Background: an optimization exercise with open tools, aiming at small area. Do not read the settings as production practice.
The RTL was checked by simulation tests, not by an equivalence proof against the original design.
Power is estimated from default activity; no workload was simulated.

[design/flow/config.mk]
export PLATFORM = sky130hd
export DESIGN_NAME = project
export DESIGN_NICKNAME = project
export VERILOG_FILES = /design/flow/design.v
export SDC_FILE = /design/flow/constraint.sdc
export NUM_CORES = 4
export LEC_CHECK = 0
export CAP_MARGIN = 20
export CORE_MARGIN = 2
export CORE_UTILIZATION = 40
export SLEW_MARGIN = 20
[design/flow/constraint.sdc]
create_clock -name core_clock -period 20.0 [get_ports {clk}]
set_input_delay 4.0000 -clock core_clock [delete_from_list [all_inputs] [get_ports {clk}]]
set_output_delay 4.0000 -clock core_clock [all_outputs]
set_load 0.01 [all_outputs]
[design/flow/design.v]
module project(input clk, left, right, start, rst, output reg [7:0] ROW, output [7:0] COL,
	output [7:0] seg7_3, seg7_2, seg7_1, output [4:0] state, output [4:0] next_state);
	localparam S_IDLE = 3'd0, S_INITIAL_GAME = 3'd1, S_GENERATE = 3'd2, S_MOVE = 3'd3,
		S_MOVE_2 = 3'd4, S_NEW_STAIR = 3'd5, S_RST = 3'd6;
	reg [2:0] st;
	reg [2:0] ns;
	assign state = {2'b00, st};
	assign next_state = {2'b00, ns};
	wire st_rst  = (st == S_RST);
	wire st_idle = (st == S_IDLE);
	wire st_init = (st == S_INITIAL_GAME);
	wire st_gen  = (st == S_GENERATE);
	wire st_move = (st == S_MOVE);
	wire st_new  = (st == S_NEW_STAIR);
	reg [2:0] fg;
	wire fg_act = fg[1] | fg[0];
	wire fg4 = ~fg[1] & fg[0];
	wire fg3 = ~fg[2] & fg[1];
	wire fg2 = fg[2] & fg[0];
	wire fg1 = fg[1] & ~fg[0];
	wire fgZ = fg[2] & ~fg[1];
	reg end_game, move_finish;
	always @(*) begin
		ns = st;
		case (st)
			S_RST: ns = S_IDLE;
			S_IDLE: ns = start ? S_INITIAL_GAME : S_IDLE;
			S_INITIAL_GAME: ns = S_MOVE;
			S_GENERATE: ns = fg_act ? S_GENERATE : S_MOVE;
			S_MOVE: ns = S_MOVE_2;
			S_MOVE_2: ns = end_game ? S_RST : (move_finish ? S_NEW_STAIR : S_MOVE);
			S_NEW_STAIR: ns = S_GENERATE;
			default: ns = st;
		endcase
	end
	always @(posedge clk)
		st <= rst ? S_RST : ns;
	reg [7:0] pc;
	wire pclk = pc[7] & pc[4] & pc[2] & pc[1] & pc[0];
	always @(posedge clk)
		if (st_rst) pc <= 8'd0;
		else if (st_move) pc <= pclk ? 8'd1 : pc + 8'd1;
	reg [9:0] sc;
	wire sclk = sc[9] & sc[8] & sc[7] & sc[6] & sc[5] & sc[3] & sc[0];
	always @(posedge clk)
		if (st_rst) sc <= 10'd0;
		else if (st_move) sc <= sclk ? 10'd1 : sc + 10'd1;
	reg [7:0] dclk;
	reg disp;
	wire dwrap = dclk[7] & dclk[4] & dclk[2] & dclk[1] & dclk[0];
	always @(posedge clk)
		if (rst) begin
			dclk <= 8'd0;
			disp <= 1'b0;
		end else if (dwrap) begin
			dclk <= 8'd0;
			disp <= ~disp;
		end else
			dclk <= dclk + 8'd1;
	reg [4:0] rnd;
	always @(posedge clk)
		if (st_rst) rnd <= 5'd1;
		else rnd <= rnd + 5'd1;
	reg [3:0] sc_h, sc_t, sc_u;
	reg clr_p;
	always @(posedge clk)
		clr_p <= rst | st_init;
	wire s_wrap = sc_h[3] & sc_h[1] & sc_t[1] & ~sc_t[2] & ~sc_t[0] & sc_u[1] & sc_u[0] & ~sc_u[2];
	always @(posedge clk)
		if (fgZ) begin
			if (s_wrap) begin
				sc_h <= 4'd0; sc_t <= 4'd0; sc_u <= 4'd0;
			end else if (sc_u[3] & sc_u[0]) begin
				sc_u <= 4'd0;
				if (sc_t[3] & sc_t[0]) begin
					sc_t <= 4'd0;
					sc_h <= sc_h + 4'd1;
				end else
					sc_t <= sc_t + 4'd1;
			end else
				sc_u <= sc_u + 4'd1;
		end else if (clr_p) begin
			sc_h <= 4'd0; sc_t <= 4'd0; sc_u <= 4'd0;
		end
	function [7:0] seg;
		input [3:0] d;
		case (d)
			4'd0: seg = 8'b11000000;
			4'd1: seg = 8'b11111001;
			4'd2: seg = 8'b10100100;
			4'd3: seg = 8'b10110000;
			4'd4: seg = 8'b10011001;
			4'd5: seg = 8'b10010010;
			4'd6: seg = 8'b10000010;
			4'd7: seg = 8'b11111000;
			4'd8: seg = 8'b10000000;
			4'd9: seg = 8'b10010000;
			default: seg = 8'b00000000;
		endcase
	endfunction
	assign seg7_3 = seg(sc_h);
	assign seg7_2 = seg(sc_t);
	assign seg7_1 = seg(sc_u);
	reg [4:0] limit;
	always @(*) begin
		if (sc_h != 4'd0) limit = 5'd10;
		else case (sc_t)
			4'd0: limit = 5'd31;
			4'd1: limit = 5'd28;
			4'd2: limit = 5'd25;
			4'd3: limit = 5'd20;
			4'd4: limit = 5'd15;
			4'd5: limit = 5'd13;
			4'd6: limit = (sc_u == 4'd0) ? 5'd13 : 5'd10;
			default: limit = 5'd10;
		endcase
	end
	wire solid_new = (rnd <= limit);
	reg [2:0] pos0, pos1, pos2, pos3;
	reg typ0, typ1, typ2, typ3;
	reg [1:0] dir0, dir1, dir2, dir3;
	reg [2:0] npos0, npos1, npos2, npos3;
	reg ntyp0, ntyp1, ntyp2, ntyp3;
	reg [1:0] ndir0, ndir1, ndir2, ndir3;
	task automatic slide;
		input [2:0] p;
		input [1:0] d;
		output [2:0] np;
		output [1:0] nd;
		begin
			np = p;
			nd = d;
			if (d == 2'd1) begin
				if (p == 3'd5) begin np = 3'd4; nd = 2'd2; end
				else np = p + 3'd1;
			end else if (d == 2'd2) begin
				if (p == 3'd0) begin np = 3'd1; nd = 2'd1; end
				else np = p - 3'd1;
			end
		end
	endtask
	always @(*) begin
		npos0 = pos0; npos1 = pos1; npos2 = pos2; npos3 = pos3;
		ntyp0 = typ0; ntyp1 = typ1; ntyp2 = typ2; ntyp3 = typ3;
		ndir0 = dir0; ndir1 = dir1; ndir2 = dir2; ndir3 = dir3;
		if (st_init) begin
			npos0 = 3'd1; ntyp0 = 1'b0; ndir0 = 2'd0;
			npos1 = 3'd5; ntyp1 = 1'b0; ndir1 = 2'd1;
			npos2 = 3'd2; ntyp2 = 1'b0; ndir2 = 2'd0;
			npos3 = 3'd5; ntyp3 = 1'b0; ndir3 = 2'd0;
		end else if (st_gen) begin
			if (fg4) begin
				ndir1 = 2'd3;
			end else if (fg2) begin
				npos0 = pos1; ntyp0 = typ1; ndir0 = dir1;
				npos1 = pos2; ntyp1 = typ2; ndir1 = dir2;
				npos2 = pos3; ntyp2 = typ3; ndir2 = dir3;
				ndir3 = 2'd3;
			end else if (fg1) begin
				ntyp3 = ~solid_new;
				case (rnd[2:0])
					3'd6: begin npos3 = solid_new ? 3'd0 : 3'd1; ndir3 = 2'd1; end
					3'd7: begin npos3 = solid_new ? 3'd2 : 3'd3; ndir3 = 2'd2; end
					default: begin npos3 = rnd[2:0]; ndir3 = 2'd0; end
				endcase
			end
		end else if (st_move & sclk) begin
			slide(pos0, dir0, npos0, ndir0);
			slide(pos1, dir1, npos1, ndir1);
			slide(pos2, dir2, npos2, ndir2);
			slide(pos3, dir3, npos3, ndir3);
		end
	end
	always @(posedge clk) begin
		pos0 <= npos0; pos1 <= npos1; pos2 <= npos2; pos3 <= npos3;
		typ0 <= ntyp0; typ1 <= ntyp1; typ2 <= ntyp2; typ3 <= ntyp3;
		dir0 <= ndir0; dir1 <= ndir1; dir2 <= ndir2; dir3 <= ndir3;
	end
	function covers;
		input [2:0] p;
		input [2:0] x;
		reg [3:0] d;
		begin
			d = {1'b0, x} - {1'b0, p};
			covers = (d[3:2] == 2'b00) & (d[1:0] != 2'b11);
		end
	endfunction
	reg [2:0] px, py;
	reg [1:0] jp;  
	reg [2:0] bpos;
	reg bvalid;
	always @(*) begin
		case (py[2:1])
			2'd1: begin bpos = npos0; bvalid = (ndir0 != 2'd3); end
			2'd2: begin bpos = npos1; bvalid = 1'b1; end
			2'd3: begin bpos = npos2; bvalid = 1'b1; end
			default: begin bpos = npos0; bvalid = 1'b0; end
		endcase
	end
	wire below = ~py[0] & bvalid & covers(bpos, px);
	wire above = covers(pos1, px);
	always @(posedge clk) begin
		if (st_rst) begin
			move_finish <= 1'b0;
			jp <= 2'd0;
			px <= 3'd2;
			py <= 3'd2;
		end else if (st_move) begin
			if (pclk) begin
				if (right) begin
					if (px != 3'd0) px <= px - 3'd1;
				end else if (left) begin
					if (px != 3'd7) px <= px + 3'd1;
				end
				if (jp != 2'd3) begin
					jp <= jp + 2'd1;
					py <= py + 3'd1;
				end else if (!below) begin
					py <= py - 3'd1;
				end else begin
					jp <= 2'd0;
					if (py == 3'd4) begin
						move_finish <= 1'b1;
						py <= 3'd2;
					end
				end
			end
		end else if (st_gen)
			move_finish <= 1'b0;
	end
	always @(posedge clk)
		if (st_rst) end_game <= 1'b0;
		else if (py == 3'd0) end_game <= 1'b1;
	always @(posedge clk)
		if (st_rst) fg <= 3'b000;
		else if (st_new) fg <= above ? (typ1 ? 3'b001 : 3'b011) : 3'b000;
		else if (st_gen & (fg_act | fg[2])) fg <= {fg[1], fg[0], ~fg[2]};
	reg [2:0] dc;
	reg colv;
	reg [2:0] coli;
	wire [2:0] r = rst ? 3'd0 : dc;
	wire show = ~(st_idle | st_rst);
	wire half = st_gen & fg3;
	reg [2:0] spos;
	reg styp;
	reg [1:0] sdir;
	always @(*)
		case (r[2:1])
			2'd0: begin spos = npos0; styp = ntyp0; sdir = ndir0; end
			2'd1: begin spos = npos1; styp = ntyp1; sdir = ndir1; end
			2'd2: begin spos = npos2; styp = ntyp2; sdir = ndir2; end
			default: begin spos = npos3; styp = ntyp3; sdir = ndir3; end
		endcase
	wire has = (r[0] ^ half) & (sdir != 2'd3);
	wire lit = ~styp | disp;
	reg [7:0] rowv;
	integer i;
	always @(*)
		for (i = 0; i < 8; i = i + 1)
			rowv[7 - i] = (has & lit & covers(spos, i)) | (px == i && py == r);
	always @(posedge clk) begin
		if (show) begin
			ROW <= rowv;
			dc <= r + 3'd1;
			coli <= r;
			colv <= 1'b1;
		end else begin
			ROW <= 8'd0;
			dc <= r;
			coli <= coli - 3'd1;
			colv <= colv & (coli != 3'd0);
		end
	end
	assign COL = colv ? (8'h80 >> coli) : 8'h00;
endmodule
[design/flow/run.sh]
#!/bin/bash
# synth_recipe.tcl (not shown) runs the flow's synth.tcl, then flattens the netlist and writes it again
# the make line also repeats each setting of config.mk as NAME=value (left out here)
make -C /OpenROAD-flow-scripts/flow DESIGN_CONFIG=/design/flow/config.mk WORK_HOME=/design/flow/orfs CLKGATE_MAP_FILE= SYNTH_SCRIPT=/design/flow/synth_recipe.tcl finish
==> results.yml, run 1 <==
floorplanning:
  initial_core_util_pct: 40.4
  pin_count: 55
  die_h_um: 146
  coreArea_sq_um: 20000
  fp-row-count: 52
  dieArea_sq_um: 21400
  die-width_um: 146
power_and_ir_drop:
  total_power_mw: 1.27
  internal_power_mw: 0.764
  comb_power_share_pct: 41.1
  p_seq_share_pct: 32.4
  clockPowerShare_pct: 26.5
  leakage_nw: 3.81
  peakVddDrop_mv: 0.0758
  power_density_nw_per_um2: 136
  swShare_pct: 39.7
  p_switching_mw: 0.503
worst_setup_path:
  crit_fanout: 2
  critical-path-top-delay-family: "buffers and inverters"
  max_stage_delay_ns: 0.57
  path_depth: 6
  start_kind: "primary input"
  required_ns: 16.00
  path_buf_inv: 2
  cp.arrival_ns: 5.48
  worstSetupEndpointType: "primary output"
  crit_chain: "clkdlybuf4s50_1 -> nor2_1 -> o22ai_1 -> nor2_1 -> a31oi_1 -> clkdlybuf4s50_1"
  worst_r2r_path_depth: 14
  path_class: "in2out"
  slowest_stage: "clkdlybuf4s50_1"
logic_synthesis:
  ys_ff_latch: 124
  ys_async_sr_fraction_pct: 0
  yosys_warnings: 1
  synthCells: 937
  synth_edf_count: 12
  synth_cell_type_count: 106
  synth_area_leaders: "dfxtp_1 (28%), ha_1 (11%), edfxtp_1 (4.4%), nand2_1 (3.9%), nor2_1 (3.9%)"
  yosysTopAreaCell: "dfxtp_1"
  syn_avg_cell_area_sq_um: 8.65
  yosys-top-cells-count: "dfxtp_1 (112), nand2_1 (84), nor2_1 (84), ha_1 (73), inv_1 (63)"
  synthFlopType: "dfxtp_1"
  yosysMostFrequentCell: "dfxtp_1"
  ys_seq_area_share_pct: 32.1
  syn-cell-area_sq_um: 8100
  yosysTopAreaCellShare_pct: 27.7
global_routing:
  grt_first_pass_wirelength_um: 32900
  antenna_found_initial: 0
  grt_pass1_vias: 6442
  grt.overflow.total: 0
  grtUsageTotal_pct: 19.0
  grt_max_degree: 22
place:
  port_buffers: 50
  gp_congestion: 0.864
  dp.cells: 1208
  dp.final_hpwl_um: 14600
cts:
  cts.reportedPaths.clkPinSlew_ns: 0.06
  ctsResizeCount: 0
  cts_root_buf: "clkbuf_16"
  htreeDepth: 4
  clk_path_buf_depth: 2
  cts_buffers: 17
  cts_tree: "done"
  cts_setup_buffers: 0
  cts_sinks: 124
  insertion_delay_ns: 0.43
  cts_hold_buf: 0
timing:
  max_freq_ghz: 0.105
  tightest_slew_ns: 0.798
  final-hold-violation-count: 0
  post-route-period-util_pct: 47.4
  rsz0062_at_grt: "no"
  finalSetupViolations: 0
  worst_clock_skew_ns: 0.0103
  maxSlewViolCount: 0
  slew-limit-headroom_pct: 46.7
  hold_ws_ns: 0.440
  finalSetupTns_ns: 0
  period_needed_ns: 9.48
layout:
  nets: 1037
  area_growth_pct: 14.7
  drive_gt1_share_pct: 8.56
  antennaDiodeCount: 0
  final_cells: 1240
drt:
  totalWireLength_um: 19800
  wl_per_cell_um: 16.0
  vias: 6768
  postRouteAntennaNets: 0
  drt_iter0_markers: 518
  firstDrtPassIters: 5
  route.detailed.drc: 0
  avgViaCountPerCell: 5.46
outcome:
  status: "no timing/DRC/antenna violations"
job:
  cap_violations: 0
hold_path:
  hold_path.class: "reg2reg"
  hold_depth: 1
sequential cells by signal, summed over array words and instances (netlist names), 4 cells and up:
| name | count |
|---|---|
| sc_u | 4 |
| pc | 8 |
| seg7_3 | 8 |
| rnd | 5 |
| sc_h | 4 |
| sc | 10 |
| seg7_1 | 8 |
| sc_t | 4 |
| dclk | 8 |
| seg7_2 | 8 |
| ROW | 8 |
worst paths after layout:
kind	from	to	slack (ns)
setup reg to reg	st[1]	py[1]	15.27
hold reg to reg	rnd[0]	rnd[0]	0.44
setup / recovery	start	next_state[0]	10.52
hold / removal	rnd[0]	rnd[0]	0.44
per-stage QoR:
stage / setup slack [ns] / utilization, % / cell area, sq um
after floorplan: 11.54 / - / 8110
after global placement: 10.55 / 43.2 / 8650
after detailed placement: 10.54 / 43.2 / 8650
after CTS: 10.52 / 46.4 / 9300
after global routing: 10.39 / 46.4 / 9300
final: 10.52 / 46.4 / 9300
metal layers:
layer	up-vias	GRT usage, %	routed length [um]
li1	3387	-	-
met1	3191	26.2	9540
met3	34	3.97	887
met2	156	29.8	9030
met4	0	6.17	357
met5	-	0	0
power groups by stage:
stage	Clock (mW)	Sequential (mW)	Combinational (mW)
final	0.336	0.410	0.521
after global routing	0.352	0.423	0.585
after CTS	0.341	0.408	0.522
after detailed placement	0	0.413	0.517
after global placement	0	0.413	0.514
after floorplan	0	0.370	0.402
cell families after synthesis:
logic type / after synthesis / share of synthesized area, %
adders and majority gates: 75 / 11.8
DFF: 124 / 32.1
buffers and inverters: 118 / 6.83
other: 1 / 0.0463
and+or+nand+nor: 356 / 23.9
xor gates and xnor gates: 32 / 3.46
muxes: 18 / 2.41
AOI/OAI and AO/OA: 213 / 19.5
cell usage in the layout, fill, tap and decap left out, types with 7 or more instances in the layout:
cell type        count
nor2b_1             18
a21oi_1             45
mux2i_1              9
and3_1              14
nand4_1             15
a31oi_1              9
inv_1               63
clkbuf_16           19
a211oi_1             7
edfxtp_1            12
or2_2                8
and2_1              19
o22ai_1              9
xnor2_1             14
o21ai_0             33
clkdlybuf4s50_1     50
dfxtp_1            112
xor2_1              18
nand2b_1            22
ha_1                73
nor4_1               7
o211ai_1             8
mux2_2               8
nor2_1              84
nand3_1             27
a211o_1              7
o31ai_1              8
nor3_1               8
nand2_1             84
final cells by class:
class | instances | area, sq um
Clock inverter | 11 | 154
Tap cell | 270 | 338
Clock buffer | 21 | 493
Multi-Input combinational cell | 698 | 4960
Inverter | 65 | 244
Sequential cell | 124 | 2600
Fill cell | 2036 | 10700
Timing Repair Buffer | 51 | 508
worst reg2reg max path, stage by stage (launching register included):
cell and delay, ns:
dfxtp_1 0.83, nand4b_4 0.33, nor3_4 0.56, nand2_1 0.11, a311oi_1 0.66, nand2_1 0.12
a21oi_1 0.16, a21oi_1 0.06, ha_1 0.22, fa_1 0.38, o22ai_1 0.17, o211a_1 0.18
o21ai_1 0.12, or4b_1 0.50, a31o_1 0.21
==> inputs of run 2 (changes only) <==
--- a/design/flow/design.v
+++ b/design/flow/design.v
@@ -6,6 +6,42 @@
 	reg [2:0] ns;
 	assign state = {2'b00, st};
 	assign next_state = {2'b00, ns};
+	function [9:0] inc;
+		input [9:0] a;
+		integer k;
+		reg c;
+		begin
+			c = 1'b1;
+			for (k = 0; k < 10; k = k + 1) begin
+				inc[k] = a[k] ^ c;
+				c = c & a[k];
+			end
+		end
+	endfunction
+	function [9:0] dec;
+		input [9:0] a;
+		integer k;
+		reg b;
+		begin
+			b = 1'b1;
+			for (k = 0; k < 10; k = k + 1) begin
+				dec[k] = a[k] ^ b;
+				b = b & ~a[k];
+			end
+		end
+	endfunction
+	function le;
+		input [4:0] a;
+		input [4:0] b;
+		integer k;
+		reg res;
+		begin
+			res = 1'b1;
+			for (k = 0; k < 5; k = k + 1)
+				res = (~a[k] & b[k]) | (~(a[k] ^ b[k]) & res);
+			le = res;
+		end
+	endfunction
 	wire st_rst  = (st == S_RST);
 	wire st_idle = (st == S_IDLE);
 	wire st_init = (st == S_INITIAL_GAME);
@@ -39,12 +75,12 @@
 	wire pclk = pc[7] & pc[4] & pc[2] & pc[1] & pc[0];
 	always @(posedge clk)
 		if (st_rst) pc <= 8'd0;
-		else if (st_move) pc <= pclk ? 8'd1 : pc + 8'd1;
+		else if (st_move) pc <= pclk ? 8'd1 : inc({2'b0, pc});
 	reg [9:0] sc;
 	wire sclk = sc[9] & sc[8] & sc[7] & sc[6] & sc[5] & sc[3] & sc[0];
 	always @(posedge clk)
 		if (st_rst) sc <= 10'd0;
-		else if (st_move) sc <= sclk ? 10'd1 : sc + 10'd1;
+		else if (st_move) sc <= sclk ? 10'd1 : inc(sc);
 	reg [7:0] dclk;
 	reg disp;
 	wire dwrap = dclk[7] & dclk[4] & dclk[2] & dclk[1] & dclk[0];
@@ -56,11 +92,11 @@
 			dclk <= 8'd0;
 			disp <= ~disp;
 		end else
-			dclk <= dclk + 8'd1;
+			dclk <= inc({2'b0, dclk});
 	reg [4:0] rnd;
 	always @(posedge clk)
 		if (st_rst) rnd <= 5'd1;
-		else rnd <= rnd + 5'd1;
+		else rnd <= inc({5'b0, rnd});
 	reg [3:0] sc_h, sc_t, sc_u;
 	reg clr_p;
 	always @(posedge clk)
@@ -74,48 +110,42 @@
 				sc_u <= 4'd0;
 				if (sc_t[3] & sc_t[0]) begin
 					sc_t <= 4'd0;
-					sc_h <= sc_h + 4'd1;
+					sc_h <= inc({6'b0, sc_h});
 				end else
-					sc_t <= sc_t + 4'd1;
+					sc_t <= inc({6'b0, sc_t});
 			end else
-				sc_u <= sc_u + 4'd1;
+				sc_u <= inc({6'b0, sc_u});
 		end else if (clr_p) begin
 			sc_h <= 4'd0; sc_t <= 4'd0; sc_u <= 4'd0;
 		end
-	function [7:0] seg;
+	function [6:0] seg;
 		input [3:0] d;
-		case (d)
-			4'd0: seg = 8'b11000000;
-			4'd1: seg = 8'b11111001;
-			4'd2: seg = 8'b10100100;
-			4'd3: seg = 8'b10110000;
-			4'd4: seg = 8'b10011001;
-			4'd5: seg = 8'b10010010;
-			4'd6: seg = 8'b10000010;
-			4'd7: seg = 8'b11111000;
-			4'd8: seg = 8'b10000000;
-			4'd9: seg = 8'b10010000;
-			default: seg = 8'b00000000;
-		endcase
-	endfunction
-	assign seg7_3 = seg(sc_h);
-	assign seg7_2 = seg(sc_t);
-	assign seg7_1 = seg(sc_u);
-	reg [4:0] limit;
+		reg a;
+		begin
+			a = ~d[3] & ~d[1] & (d[2] ^ d[0]);
+			seg[6] = (~d[3] & ~d[2] & ~d[1]) | (d[2] & d[1] & d[0]);
+			seg[5] = ~d[3] & ((~d[2] & (d[1] | d[0])) | (d[1] & d[0]));
+			seg[4] = d[0] | (d[2] & ~d[1]);
+			seg[3] = a | (d[2] & d[1] & d[0]);
+			seg[2] = ~d[3] & ~d[2] & d[1] & ~d[0];
+			seg[1] = d[2] & (d[1] ^ d[0]);
+			seg[0] = a;
+		end
+	endfunction
+	assign seg7_3 = {~(sc_h[3] & sc_h[1]), seg(sc_h)};
+	assign seg7_2 = {1'b1, seg(sc_t)};
+	assign seg7_1 = {1'b1, seg(sc_u)};
+	reg solid_new;
 	always @(*) begin
-		if (sc_h != 4'd0) limit = 5'd10;
-		else case (sc_t)
-			4'd0: limit = 5'd31;
-			4'd1: limit = 5'd28;
-			4'd2: limit = 5'd25;
-			4'd3: limit = 5'd20;
-			4'd4: limit = 5'd15;
-			4'd5: limit = 5'd13;
-			4'd6: limit = (sc_u == 4'd0) ? 5'd13 : 5'd10;
-			default: limit = 5'd10;
-		endcase
-	end
-	wire solid_new = (rnd <= limit);
+		if (sc_h != 4'd0) solid_new = le(rnd, 5'd10);
+		else if (sc_t == 4'd0) solid_new = 1'b1;
+		else if (sc_t == 4'd1) solid_new = le(rnd, 5'd28);
+		else if (sc_t == 4'd2) solid_new = le(rnd, 5'd25);
+		else if (sc_t == 4'd3) solid_new = le(rnd, 5'd20);
+		else if (sc_t == 4'd4) solid_new = le(rnd, 5'd15);
+		else if (sc_t == 4'd5 || (sc_t == 4'd6 && sc_u == 4'd0)) solid_new = le(rnd, 5'd13);
+		else solid_new = le(rnd, 5'd10);
+	end
 	reg [2:0] pos0, pos1, pos2, pos3;
 	reg typ0, typ1, typ2, typ3;
 	reg [1:0] dir0, dir1, dir2, dir3;
@@ -132,10 +162,10 @@
 			nd = d;
 			if (d == 2'd1) begin
 				if (p == 3'd5) begin np = 3'd4; nd = 2'd2; end
-				else np = p + 3'd1;
+				else np = inc({7'b0, p});
 			end else if (d == 2'd2) begin
 				if (p == 3'd0) begin np = 3'd1; nd = 2'd1; end
-				else np = p - 3'd1;
+				else np = dec({7'b0, p});
 			end
 		end
 	endtask
@@ -185,6 +215,20 @@
 			covers = (d[3:2] == 2'b00) & (d[1:0] != 2'b11);
 		end
 	endfunction
+	function span;
+		input [2:0] p;
+		input [2:0] x;
+		case (x)
+			3'd0: span = ~p[2] & ~p[1] & ~p[0];
+			3'd1: span = ~p[2] & ~p[1];
+			3'd2: span = ~p[2] & ~(p[1] & p[0]);
+			3'd3: span = ~p[2] & (p[1] | p[0]);
+			3'd4: span = (~p[2] & p[1]) | (p[2] & ~p[1] & ~p[0]);
+			3'd5: span = (~p[2] & p[1] & p[0]) | (p[2] & ~p[1]);
+			3'd6: span = p[2];
+			default: span = p[2] & p[0];
+		endcase
+	endfunction
 	reg [2:0] px, py;
 	reg [1:0] jp;  
 	reg [2:0] bpos;
@@ -208,15 +252,15 @@
 		end else if (st_move) begin
 			if (pclk) begin
 				if (right) begin
-					if (px != 3'd0) px <= px - 3'd1;
+					if (px != 3'd0) px <= dec({7'b0, px});
 				end else if (left) begin
-					if (px != 3'd7) px <= px + 3'd1;
+					if (px != 3'd7) px <= inc({7'b0, px});
 				end
 				if (jp != 2'd3) begin
-					jp <= jp + 2'd1;
-					py <= py + 3'd1;
+					jp <= inc({8'b0, jp});
+					py <= inc({7'b0, py});
 				end else if (!below) begin
-					py <= py - 3'd1;
+					py <= dec({7'b0, py});
 				end else begin
 					jp <= 2'd0;
 					if (py == 3'd4) begin
@@ -257,19 +301,24 @@
 	integer i;
 	always @(*)
 		for (i = 0; i < 8; i = i + 1)
-			rowv[7 - i] = (has & lit & covers(spos, i)) | (px == i && py == r);
+			rowv[7 - i] = (has & lit & span(spos, i)) | (px == i && py == r);
 	always @(posedge clk) begin
 		if (show) begin
 			ROW <= rowv;
-			dc <= r + 3'd1;
+			dc <= inc({7'b0, r});
 			coli <= r;
 			colv <= 1'b1;
 		end else begin
 			ROW <= 8'd0;
 			dc <= r;
-			coli <= coli - 3'd1;
+			coli <= dec({7'b0, coli});
 			colv <= colv & (coli != 3'd0);
 		end
 	end
-	assign COL = colv ? (8'h80 >> coli) : 8'h00;
+	genvar gi;
+	generate
+		for (gi = 0; gi < 8; gi = gi + 1) begin : g_col
+			assign COL[7 - gi] = colv & (coli == gi);
+		end
+	endgenerate
 endmodule
--- a/design/flow/config.mk
+++ b/design/flow/config.mk
@@ -5,7 +5,11 @@
 export SDC_FILE = /design/flow/constraint.sdc
 export NUM_CORES = 4
 export LEC_CHECK = 0
+export ABC_AREA = 1
 export CAP_MARGIN = 20
 export CORE_MARGIN = 2
 export CORE_UTILIZATION = 40
+export CTS_BUF_LIST = sky130_fd_sc_hd__clkbuf_8
+export CTS_CLUSTER_DIAMETER = 500
+export CTS_CLUSTER_SIZE = 100
 export SLEW_MARGIN = 20
==> run 2 against run 1 <==
  * Non-clock buffer count down 2
  * Worst hold slack better by 0.018 ns
  * Sequential cell count down 24
  * Fmax up 3.4%
  * Setup slack better by 0.31 ns
  * Clock skew up 0.0074 ns
  * First-iteration DRC count down 23%
  * Total power down 26%
  * Core utilization down 0.84 points
  * Critical path type unchanged
  * Largest power group unchanged
==> results.yml, run 2 <==
floorplanning:
  dieArea_sq_um: 17700
  die_h_um: 133
  die-width_um: 133
  fp-row-count: 47
  initial_core_util_pct: 40.5
  pin_count: 55
  coreArea_sq_um: 16500
timing:
  finalSetupViolations: 0
  post-route-period-util_pct: 45.9
  final-hold-violation-count: 0
  slew-limit-headroom_pct: 29.5
  maxSlewViolCount: 0
  period_needed_ns: 9.18
  max_freq_ghz: 0.109
  finalSetupTns_ns: 0
  tightest_slew_ns: 1.05
  worst_clock_skew_ns: 0.0177
  rsz0062_at_grt: "no"
logic_synthesis:
  synth_area_leaders: "dfxtp_1 (26%), nand2_1 (11%), ha_1 (10%), inv_1 (7.8%), edfxtp_1 (5.4%)"
  ys_async_sr_fraction_pct: 0
  synth_cell_type_count: 58
  ys_ff_latch: 100
  syn_avg_cell_area_sq_um: 7.03
  muxShareOfSynthArea_pct: 0
  yosys_warnings: 1
  synthCells: 949
  synth_edf_count: 12
  synth_top_family_by_area: "simple AND/OR/NAND/NOR gates"
  synthSimpleGateAreaFrac_pct: 28.2
  ys_seq_area_share_pct: 31.8
  yosysTopAreaCellShare_pct: 26.4
  yosysTopAreaCell: "dfxtp_1"
  syn-cell-area_sq_um: 6670
  synthFlopType: "dfxtp_1"
  synth-xor-area-share_pct: 1.97
  synth-compound-area-share_pct: 16.2
  yosys.area_share.adder_pct: 10.9
  yosys-top-cells-count: "nand2_1 (190), inv_1 (139), nor2_1 (94), dfxtp_1 (88), o21ai_0 (67)"
  yosysMostFrequentCell: "nand2_1"
drt:
  wl_per_cell_um: 12.7
  avgViaCountPerCell: 4.97
  route.detailed.drc: 0
  totalWireLength_um: 15400
  postRouteAntennaNets: 0
  drt_iter0_markers: 400
  firstDrtPassIters: 5
  vias: 6026
layout:
  final_cell_mix: "nand2_1 (190), inv_1 (139), nor2_1 (94), dfxtp_1 (88), o21ai_0 (67)"
  largest_reg_flops: 10
  layout_commonest_cell: "nand2_1"
  nFillCells: 1753
  final_cells: 1212
  seq_area_sq_um: 2120
  multi_input_area_sq_um: 3840
  top_register: "sc"
  drive_gt1_share_pct: 6.96
  nets: 1049
  area_growth_pct: 12.5
  antennaDiodeCount: 0
worst_setup_path:
  worstSetupEndpointType: "primary output"
  r2r-end: "py[2]"
  timing.rr.start: "st[1]"
  cp.arrival_ns: 5.18
  path_class: "in2out"
  worst_r2r_path_depth: 20
  required_ns: 16.00
  r2r_slack_ns: 15.93
  start_kind: "primary input"
  crit_fanout: 2
power_and_ir_drop:
  peakVddDrop_mv: 0.0789
  leakage_nw: 3.49
  power_density_nw_per_um2: 124
place:
  dp.cells: 1196
  dp.final_hpwl_um: 11800
  gp_congestion: 0.844
  port_buffers: 48
global_routing:
  grt.overflow.total: 0
  antenna_found_initial: 0
  grt_pass1_vias: 5325
  grt_first_pass_wirelength_um: 26000
  grt_max_degree: 26
  grtUsageTotal_pct: 17.7
hold_path:
  worstHoldEndpoint: "rnd[0]"
  hold_path.class: "reg2reg"
  hold_depth: 1
  holdCritStartpoint: "rnd[0]"
cts:
  insertion_delay_ns: 0.39
  clk_path_buf_depth: 2
  cts_tree: "done"
  cts_setup_buffers: 0
  cts_sinks: 100
  cts_buffers: 9
  cts.reportedPaths.clkPinSlew_ns: 0.11
  ctsResizeCount: 0
  cts_hold_buf: 0
  cts_root_buf: "clkbuf_8"
  htreeDepth: 3
job:
  cap_violations: 0
outcome:
  status: "no timing/DRC/antenna violations"
[run 2: cell types whose count changed after synthesis, sizes merged, moves of 18 or more]
cell and change:
nor3 +18, a21oi +18, nor2b -19, inv +85, nand2b -23, nand2 +115
dfxtp -24, o21ai +40, ha -18, and2 -19, nand3 +33
[run 2: final cells by class]
class	count	share of cell area [%]
multi-input cells	675	51.2
flip-flops and latches	100	28.3
inverters	152	7.74
repair buffers	49	6.51
well taps	220	3.67
clock buffers	9	1.65
clock inverters	7	0.984
[run 2: logic make-up (layout without fill, tap and decap cells)]
| logic type | count (synthesis) | in the layout |
|---|---|---|
| buffers and inverters | 178 | 217 |
| and+or+nand+nor | 411 | 411 |
| adders and majority gates | 57 | 57 |
| xor gates and xnor gates | 15 | 15 |
| other | 2 | 6 |
| AOI/OAI and AO/OA | 186 | 186 |
| DFF | 100 | 100 |
[run 2: per-layer routing]
| layer | global-route usage, % | part of all wire (%) | up-vias |
|---|---|---|---|
| met4 | 5.32 | 1.4 | 0 |
| li1 | - | - | 3172 |
| met2 | 27.4 | 43 | 109 |
| met1 | 25.9 | 52 | 2732 |
| met3 | 2.28 | 3.7 | 13 |
| met5 | 0 | 0 | - |
[run 2: critical path: stages]
cell and delay, ns:
clkdlybuf4s50_1 0.45, nand2_1 0.05, o211ai_1 0.11, clkdlybuf4s50_1 0.57
[run 2: worst max path at each step]
| stage | startpoint | endpoint | slack, ns | cells past startpoint |
|---|---|---|---|---|
| 2_1_floorplan | start | next_state[0] | 11.81 | 2 |
| 3_3_place_gp | start | next_state[0] | 10.82 | 4 |
| 3_5_place_dp | start | next_state[0] | 10.83 | 4 |
| 4_1_cts | start | next_state[0] | 10.81 | 4 |
| 5_1_grt | start | next_state[0] | 10.75 | 4 |
| 6_report | start | next_state[0] | 10.83 | 4 |
[run 2: power breakdown]
group	total [mW]	switching, mW	internal [mW]
combinational	0.473	0.291	0.182
clock	0.136	0.0775	0.0586
sequential	0.322	0.0624	0.260
total	0.932	0.431	0.501
[run 2: stage by stage]
stage | power (mW) | hold WS [ns] | setup WS [ns] | instance area [sq um] | utilization [%]
global route | 1.02 | 0.463 | 10.75 | 7500 | 45.6
detailed placement | 0.799 | 0.426 | 10.83 | 7300 | 44.4
floorplan | 0.649 | 0.396 | 11.81 | 6680 | -
global placement | 0.799 | 0.421 | 10.82 | 7300 | 44.4
CTS | 0.938 | 0.454 | 10.81 | 7500 | 45.6
finish | 0.932 | 0.458 | 10.83 | 7500 | 45.6
==> inputs of run 3 (changes only) <==
--- a/design/flow/config.mk
+++ b/design/flow/config.mk
@@ -9,7 +9,4 @@
 export CAP_MARGIN = 20
 export CORE_MARGIN = 2
 export CORE_UTILIZATION = 40
-export CTS_BUF_LIST = sky130_fd_sc_hd__clkbuf_8
-export CTS_CLUSTER_DIAMETER = 500
-export CTS_CLUSTER_SIZE = 100
 export SLEW_MARGIN = 20
==> run 3 against run 2 <==
  * Largest cell class unchanged
  * Highest routed layer unchanged
  * Largest power group unchanged
  * Worst hold slack got worse by 0.0069 ns
  * Setup slack stayed put
  * Clock power grew 29%
==> results.yml, run 3 <==
outcome:
  status: "no timing/DRC/antenna violations"
timing:
  period_needed_ns: 9.18
  rsz0062_at_grt: "no"
  post-route-period-util_pct: 45.9
  worst_clock_skew_ns: 0.0113
  tightest_slew_ns: 1.06
  finalSetupTns_ns: 0
  maxSlewViolCount: 0
  max_freq_ghz: 0.109
  final-hold-violation-count: 0
  finalSetupViolations: 0
  slew-limit-headroom_pct: 28.9
layout:
  largest_reg_flops: 10
  final_area_sq_um: 7600
  nFillCells: 1743
  area_growth_pct: 13.9
  top_register: "sc"
  antennaDiodeCount: 0
  nets: 1049
  drive_gt1_share_pct: 6.96
  final_cell_mix: "nand2_1 (190), inv_1 (139), nor2_1 (94), dfxtp_1 (88), o21ai_0 (67)"
  seq_area_sq_um: 2120
  layout_commonest_cell: "nand2_1"
  multi_input_area_sq_um: 3840
drt:
  firstDrtPassIters: 5
  wl_per_cell_um: 12.9
  totalWireLength_um: 15600
  drt_iter0_markers: 377
  route.detailed.drc: 0
  postRouteAntennaNets: 0
  vias: 6016
  avgViaCountPerCell: 4.96
worst_setup_path:
  start_kind: "primary input"
  worstSetupEndpointType: "primary output"
  cp.arrival_ns: 5.18
  path_class: "in2out"
  required_ns: 16.00
  crit_fanout: 2
floorplanning:
  coreArea_sq_um: 16500
  pin_count: 55
  die-width_um: 133
  dieArea_sq_um: 17700
  fp-row-count: 47
  initial_core_util_pct: 40.5
  die_h_um: 133
logic_synthesis:
  yosysMostFrequentCell: "nand2_1"
  yosys_warnings: 1
  yosys-top-cells-count: "nand2_1 (190), inv_1 (139), nor2_1 (94), dfxtp_1 (88), o21ai_0 (67)"
  synth_edf_count: 12
  ys_ff_latch: 100
  synthCells: 949
  ys_seq_area_share_pct: 31.8
  ys_async_sr_fraction_pct: 0
  yosysTopAreaCellShare_pct: 26.4
  syn-cell-area_sq_um: 6670
  yosysTopAreaCell: "dfxtp_1"
  synth_cell_type_count: 58
  synthFlopType: "dfxtp_1"
  syn_avg_cell_area_sq_um: 7.03
  synth_area_leaders: "dfxtp_1 (26%), nand2_1 (11%), ha_1 (10%), inv_1 (7.8%), edfxtp_1 (5.4%)"
cts:
  cts_root_buf: "clkbuf_16"
  cts_setup_buffers: 0
  cts_hold_buf: 0
  ctsResizeCount: 0
  cts_buffers: 9
  insertion_delay_ns: 0.36
  clk_path_buf_depth: 2
  cts_tree: "done"
  cts_sinks: 100
  cts.reportedPaths.clkPinSlew_ns: 0.07
  htreeDepth: 3
hold_path:
  hold_path.class: "reg2reg"
global_routing:
  grt.overflow.total: 0
  grtUsageTotal_pct: 17.9
  grt_first_pass_wirelength_um: 26200
  grt_pass1_vias: 5354
  antenna_found_initial: 0
  grt_max_degree: 26
power_and_ir_drop:
  peakVddDrop_mv: 0.0816
  power_density_nw_per_um2: 128
  leakage_nw: 3.53
place:
  dp.final_hpwl_um: 11800
  gp_congestion: 0.844
  port_buffers: 48
  place_area_sq_um: 7300
job:
  cap_violations: 0
[run 3: cell counts after synthesis]
Identical to the previous run, type by type.
[run 3: worst max-delay path, cell delays in order]
cell	delay (ns)
clkdlybuf4s50_1	0.45
nand2_1	0.05
o211ai_1	0.11
clkdlybuf4s50_1	0.57
[run 3: through the flow]
step	power (mW)	instances	hold slack, ns	setup WS, ns	util, %
after CTS	0.978	1212	0.455	10.81	46.1
after global placement	0.799	1196	0.421	10.82	44.4
final	0.973	1212	0.451	10.83	46.1
after floorplan	0.649	953	0.396	11.81	-
after detailed placement	0.799	1196	0.426	10.83	44.4
after global routing	1.06	1212	0.463	10.75	46.1
[run 3: layer usage]
| metal | track usage, % | vias to the layer above | part of all wire [%] |
|---|---|---|---|
| met4 | 6.44 | 0 | 1.5 |
| met3 | 2.17 | 10 | 3.8 |
| met2 | 27.5 | 100 | 43 |
| li1 | - | 3174 | - |
| met5 | 0 | - | 0 |
| met1 | 26.0 | 2732 | 52 |
[run 3: cell families (layout without fill, tap and decap cells)]
family          Yosys count  in the layout  share of synthesized area, %
buf+inv                 178            217                          10.8
fa+ha+maj                57             57                          10.9
compound gates          186            186                          16.2
xor+xnor                 15             15                          1.97
simple gates            411            411                          28.2
flops                   100            100                          31.8
other cells               2              6                         0.113
[run 3: final cells by class]
| cell class | instances | share of cell area (%) |
|---|---|---|
| inverter | 152 | 7.64 |
| tap | 220 | 3.62 |
| sequential | 100 | 27.9 |
| multi-input combinational | 675 | 50.5 |
| timing repair buffer | 49 | 6.42 |
| clock inverter | 6 | 0.576 |
| clock buffer | 10 | 3.29 |
[run 3: path summary, 6_finish.rpt]
path              startpoint            end  slack, ns  cells after the start
setup / recovery       start  next_state[0]      10.83                      4
hold / removal       dclk[0]        dclk[0]       0.45                      1
setup reg to reg       st[1]          py[2]      15.92                     20
hold reg to reg      dclk[0]        dclk[0]       0.45                      1
[run 3: power breakdown]
part	total, mW	switching (mW)	internal [mW]	leakage, nW
Clock	0.176	0.0832	0.0927	0.144
Sequential	0.323	0.0631	0.260	0.847
Combinational	0.474	0.292	0.182	2.54

==> static timing again, ports no longer ideal <==
Ports are ideal in the flow. The routed layouts listed here were re-timed in OpenROAD. Step 1, drivers: a clkbuf_16 drives clk and a buf_2 each remaining input, both assumed. Step 2 adds t to the input delays and takes it off the output delays; t is the mean of the earliest and latest rising clock arrival at the registers after step 1. Input paths then give back, and output paths get back, about the clock's delay inside the block. Slacks: no drivers / after step 1 / after step 2; pairs: no drivers / after step 1.
| run | t (ns) | slack for setup (ns) | worst hold slack (ns) | worst setup path after step 2 | latest minus earliest clock arrival (ns) |
|---|---|---|---|---|---|
| run 1 | 0.465 | 10.515 / 10.491 / 10.491 | 0.440 / 0.440 / 0.440 | input to output | 0.011 / 0.011 |
| run 2 | 0.418 | 10.825 / 10.803 / 10.803 | 0.458 / 0.458 / 0.458 | input to output | 0.018 / 0.018 |
| run 3 | 0.400 | 10.825 / 10.803 / 10.803 | 0.451 / 0.451 / 0.451 | input to output | 0.012 / 0.011 |
After both steps setup and hold are still met in every run listed. The setup slack of run 1, which loses most, moves by -0.024 ns with the drivers and by -0.024 ns with both steps.
